This design comes from an exercise in tuning for small area, a short achievable clock period and few clock cycles on the open sky130 flow, not from production work.
Only simulation tests tie the RTL to the original design; equivalence was not proved.

## flow/design.v (module list and top-level ports; edited modules follow where they fit)
// module det_fa: 3 lines
// module det_ha: 3 lines
// module matriz_determ5x5: 7304 lines
module matriz_determ5x5 (
	input wire [199:0] matriz_A,
	input clk,
	input start,
	output reg done,
	output reg [31:0] det
);
  // ...
==> flow/flow/run.sh <==
#!/bin/bash
# The standard layout (the standard.sh: ORFS from synthesis to the final
# layout), with one change: the buffers that buffer_ports puts on every input
# and output port are sky130_fd_sc_hd__buf_2 cells instead of the delay-buffer
# cells it picks by default.
set -e
cp standard.sh standard_copy.sh.txt
export BUFFER_PORTS_ARGS="-buffer_cell sky130_fd_sc_hd__buf_2"
bash standard.sh > standard.log 2>&1
==> flow/standard.sh <==
#!/bin/bash
# synth_recipe.tcl (not shown) runs the flow's synth.tcl, then flattens the netlist and writes it again
# the make line also repeats each setting of config.mk as NAME=value (left out here)
make -C /OpenROAD-flow-scripts/flow DESIGN_CONFIG=/design/flow/config.mk WORK_HOME=/design/flow/orfs CLKGATE_MAP_FILE= SYNTH_SCRIPT=/design/flow/synth_recipe.tcl "${@:-finish}"
==> flow/config.mk <==
export PLATFORM = sky130hd
export DESIGN_NAME = matriz_determ5x5
export DESIGN_NICKNAME = matriz_determ5x5
export VERILOG_FILES = /design/flow/design.v
export SDC_FILE = /design/flow/constraint.sdc
export NUM_CORES = 4
export LEC_CHECK = 0
export CAP_MARGIN = 20
export CORE_MARGIN = 2
export CORE_UTILIZATION = 45
export PLACE_DENSITY = 0.6
export SLEW_MARGIN = 20
export SYNTH_HIERARCHICAL = 1
==> flow/constraint.sdc <==
create_clock -name core_clock -period 30.0 [get_ports {clk}]
set_input_delay 6.0000 -clock core_clock [delete_from_list [all_inputs] [get_ports {clk}]]
set_output_delay 6.0000 -clock core_clock [all_outputs]
set_load 0.01 [all_outputs]
==> reports/qor.yml, run 1 <==
layout:
  reg_top3: "R: 200 flops, det: 32 flops"
  final_cell_mix: "1946 x sky130_fd_sc_hd__fa_1, 998 x sky130_fd_sc_hd__and2_1, 817 x sky130_fd_sc_hd__nand2_1"
  final_cells: 9007
  area_growth_pct: 6.987
clock_tree:
  clk_latency_ns: 0.75
  htree_levels: 2
  tritoncts_clock_tree: "yes"
synth:
  synthMostInstantiatedCell: "sky130_fd_sc_hd__fa_1"
  ys_top_cells_by_count: "1946 x sky130_fd_sc_hd__fa_1, 998 x sky130_fd_sc_hd__and2_1, 817 x sky130_fd_sc_hd__nand2_1"
  synth_edf_count: 0
  synth_warnings: 7
  area_share_of_and_or_nand_nor_cells_after_synthesis_pct: 13.73
  synth_compound_gate_area_share_pct: 6.231
  synth_cell_type_count: 69
  yosysSeqAreaShare_pct: 11.28
routing:
  wirelength_met1_microns: 94960
  route.antenna.remaining_nets: 0
floorplan:
  die-area_sq_um: 172600
  floorplan.io_pins: 235
  start_util_pct: 45.45
timing:
  report.final.hold_viol_count: 0
  finalCriticalPeriod_ns: 7.529
  fin_tns_setup_ns: 0
  number_of_setup_violations_in_the_final_report: 0
  finalCritPeriodShare_pct: 25.10
min_path:
  hold-path-cell-count: 1
  hold-path-endpoint: "R[155]"
critical_path:
  path_delay_family: "adder cells"
  worst_setup_path_start_kind: "register"
run_status:
  outcome: "complete, no violations"
Testbench counts, summed over its fixed seeds: cycles 3,456.
==> run 2: changes to the inputs <==
==> flow/run.sh (new file) <==
#!/bin/bash
# synth_recipe.tcl (not shown) runs the flow's synth.tcl, then flattens the netlist and writes it again
# the make line also repeats each setting of config.mk as NAME=value (left out here)
make -C /OpenROAD-flow-scripts/flow DESIGN_CONFIG=/design/flow/config.mk WORK_HOME=/design/flow/orfs CLKGATE_MAP_FILE= SYNTH_SCRIPT=/design/flow/synth_recipe.tcl finish
removed: flow/flow/run.sh
removed: flow/standard.sh
==> reports/qor.yml, run 2 <==
clock_tree:
  tritoncts_clock_tree: "yes"  # unchanged
  clock_tree.buffer_depth: 3  # unchanged
  htree_levels: 2  # unchanged
  clock_tree.root_cell: "sky130_fd_sc_hd__clkbuf_16"  # unchanged
  ctsHoldBuffers: 0  # unchanged
  cts_sinks: 429  # unchanged
  post_cts_resized: 0  # unchanged
  clk_latency_ns: 0.74  # was 0.75 ns
  cts_post_setup_buffers_inserted: 0  # unchanged
  path_clk_slew_ns: 0.09  # was 0.07 ns
  cts_buffers: 55  # was 56
synth:
  synth-async-reset-ratio_pct: 0  # unchanged
  synth_top_cell_area_share_pct: 51.15  # unchanged
  synth_top_cell_by_area: "sky130_fd_sc_hd__fa_1"  # unchanged
  post_synth.cell_area_avg_sq_um: 11.23  # unchanged
  yosys-top-cells-area: "sky130_fd_sc_hd__fa_1 51%, sky130_fd_sc_hd__dfxtp_1 11%, sky130_fd_sc_hd__and2_1 8.2%"  # unchanged
  muxShareOfSynthArea_pct: 2.983  # unchanged
  synth_cell_type_count: 69  # unchanged
  post_synth_inst_count: 6782  # unchanged
  ys_ff_latch: 429  # unchanged
  yosysSeqAreaShare_pct: 11.28  # unchanged
  synth_fa_ha_area_share_pct: 56.35  # unchanged
  synth_compound_gate_area_share_pct: 6.231  # unchanged
  area_share_of_and_or_nand_nor_cells_after_synthesis_pct: 13.73  # unchanged
  dominant_combinational_cell_family_by_area_after_synthesis: "adder cells"  # unchanged
  ys_top_cells_by_count: "1946 x sky130_fd_sc_hd__fa_1, 998 x sky130_fd_sc_hd__and2_1, 817 x sky130_fd_sc_hd__nand2_1"  # unchanged
  synthXorXnorAreaFrac_pct: 6.163  # unchanged
  dominantRegCellSynth: "sky130_fd_sc_hd__dfxtp_1"  # unchanged
  synthMostInstantiatedCell: "sky130_fd_sc_hd__fa_1"  # unchanged
  synth_area_sq_um: 76170  # unchanged
  synth_warnings: 7  # unchanged
  synth_edf_count: 0  # unchanged
routing:
  viasPerCell: 5.813  # was 5.830
  route.antenna.remaining_nets: 0  # unchanged
  drt_first_iter_violations: 4119  # was 4319
  drt-pass1-iter-count: 6  # was 7
  via_count: 52389  # was 52511
  remaining_drc_errors: 0  # unchanged
  post_drt_wl_per_cell_microns: 27.01  # was 27.17 microns
  routed_wirelength_microns: 243400  # was 244700 microns
timing:
  fin_tns_setup_ns: 0  # unchanged
  number_of_setup_violations_in_the_final_report: 0  # unchanged
  finalCritPeriodShare_pct: 25.90  # was 25.10%
  worst_slew_margin_rel_pct: 22.10  # was 21.07%
  final_max_slew_viol_count: 0  # unchanged
  grt_setup_unrepaired: "no"  # unchanged
  timing.fmax_mhz: 128.7  # was 132.8 MHz
  finalCriticalPeriod_ns: 7.769  # was 7.529 ns
  report.final.hold_viol_count: 0  # unchanged
  timing.clock.skew_ns: 0.06383  # was 0.07822 ns
  worst_tran_pin_value_ns: 1.167  # was 1.184 ns
  setup_ws_ns: 22.23  # was 22.47 ns
critical_path:
  critPathMaxStageDelay_ns: 0.59  # was 0.76 ns
  crit_chain: "clkdlybuf4s50_1"  # was and2_1, fa_1, fa_1, fa_1, fa_1, fa_1, fa_1, fa_1, ha_1, and4_1, o2bb2ai_1, a31oi_1, o211ai_1, a211o_1, o2111ai_1, o21ai_1, or2_1, fa_1, xor2_1
  critPathRequiredTime_ns: 24.00  # was 30.60 ns
  worst_setup_path_start_kind: "register"  # unchanged
  critical-path-slowest-cell: "sky130_fd_sc_hd__clkdlybuf4s50_1"  # was sky130_fd_sc_hd__dfxtp_1
  worst-path-max-fanout: 3  # was 16
  critPathArrivalTime_ns: 1.77  # was 8.13 ns
  end_kind: "output pin"  # was register
  crit_type: "reg -> out"  # was reg -> reg
  path_delay_family: "buffers and inverters"  # was adder cells
  cp_num_buf_inv: 1  # was 0
placement:
  post-place-ws_ns: 22.62  # was 22.61 ns
  routabilityCongestion: 0.9323  # was 0.9312
  numPortBuffers: 234  # unchanged
  half_perimeter_wire_length_after_placement_microns: 182100  # was 186400 microns
  dp_cells: 8905  # was 8899
layout:
  largest_register_ffs: 200  # unchanged
  final_cell_mix: "1946 x sky130_fd_sc_hd__fa_1, 998 x sky130_fd_sc_hd__and2_1, 817 x sky130_fd_sc_hd__nand2_1"  # unchanged
  area_growth_pct: 8.396  # was 6.987%
  layout.cells.most_common: "sky130_fd_sc_hd__fa_1"  # unchanged
  final_cells: 9012  # was 9007
  num-nets-final: 9223  # was 9218
  largest-register: "R"  # unchanged
  drive_above_1_share_pct: 6.909  # was 10.32%
  reg_top3: "R: 200 flops, det: 32 flops"  # unchanged
floorplan:
  rows: 150  # unchanged
  std_cell_core_area_sq_um: 167600  # unchanged
  die-area_sq_um: 172600  # unchanged
  die_h_microns: 415.4  # unchanged
  overall_die_width_microns: 415.4  # unchanged
  start_util_pct: 45.45  # unchanged
  floorplan.io_pins: 235  # unchanged
grt:
  globalRoute.totalOverflow: 0  # unchanged
  global_route_wire_length_before_repair_microns: 375900  # was 374700 microns
  total_global_routing_track_utilization_pct: 28.89  # about the same
  grt_max_degree: 83  # was 161
  antenna_violations_before_repair: 4  # was 10
  first_global_vias: 60318  # was 59489
min_path:
  worstHoldPathType: "reg -> reg"  # unchanged
job:
  max_cap_violations: 0  # unchanged
run_status:
  outcome: "complete, no violations"  # unchanged
run 2: final cells by class:
| cell class | count | area [sq um] |
|---|---|---|
| Fill cell | 15047 | 85040 |
| Clock inverter | 32 | 462.9 |
| Clock buffer | 70 | 1473 |
| Sequential cell | 429 | 8620 |
| Multi-Input combinational cell | 5777 | 65410 |
| Antenna cell | 5 | 12.51 |
| Timing Repair Buffer | 368 | 3348 |
| Inverter | 127 | 476.7 |
| Tap cell | 2204 | 2758 |
run 2: per-module statistics from Yosys (local to each module, per instance):
module            cells  flops+latches  copies in the design
det_fa                1              0                  1863
det_ha                1              0                   131
matriz_determ5x5   4788            429                     1
run 2: per-stage QoR:
step | cell area (sq um) | utilization (%) | hold WS (ns)
after floorplan | 76470 | - | 0.4340
after global placement | 80600 | 48.09 | 0.4389
after detailed placement | 80610 | 48.10 | 0.4407
after CTS | 82540 | 49.25 | 0.4521
after global routing | 82550 | 49.26 | 0.4639
final | 82560 | 49.26 | 0.4476
run 2: routing by layer:
metal	wire length [microns]	track usage (%)	vias up	share of wire, %
met5	27	0	-	0.011
met4	11550	11.82	4	4.7
met3	18900	5.721	703	7.8
met2	116800	48.31	2482	48
met1	96110	36.71	27770	39
li1	-	-	21430	-
run 2: cell families after synthesis:
family	after synthesis
xor gates and xnor gates	536
and+or+nand+nor	2030
buffers and inverters	656
muxes	202
adders and majority gates	2263
AOI/OAI and AO/OA	665
other	1
DFF	429
run 2: path summary, 6_finish.rpt:
check               start        end  slack, ns  cells past startpoint
setup / recovery  det[31]    det[31]      22.23                      1
hold / removal     R[166]     R[198]       0.45                      1
setup reg to reg    R[98]  q234a[25]      22.55                     19
hold reg to reg    R[166]     R[198]       0.45                      1

==> port drivers added, routing unchanged <==
The flow's constraints put no driver on any port. The routed layouts listed below were extracted and timed again, unchanged, in two steps. Step 1 assumes that a clkbuf_16 drives the clock port and a buf_2 every other input. Step 2 times the ports against the registers' clock, not the clock port: input delays grow and output delays shrink by t, the midpoint of the rising clock arrivals with the driver on. Three values: no drivers, after step 1, after step 2; two values: the first two.
| run | t (ns) | setup WS [ns] | hold WS [ns] |
|---|---|---|---|
| run 1 | 0.792 | 22.471 / 22.471 / 22.471 | 0.448 / 0.448 / 0.448 |
| run 2 | 0.793 | 22.231 / 22.143 / 22.555 | 0.448 / 0.448 / 0.448 |
After both steps setup and hold are still met in every run listed.
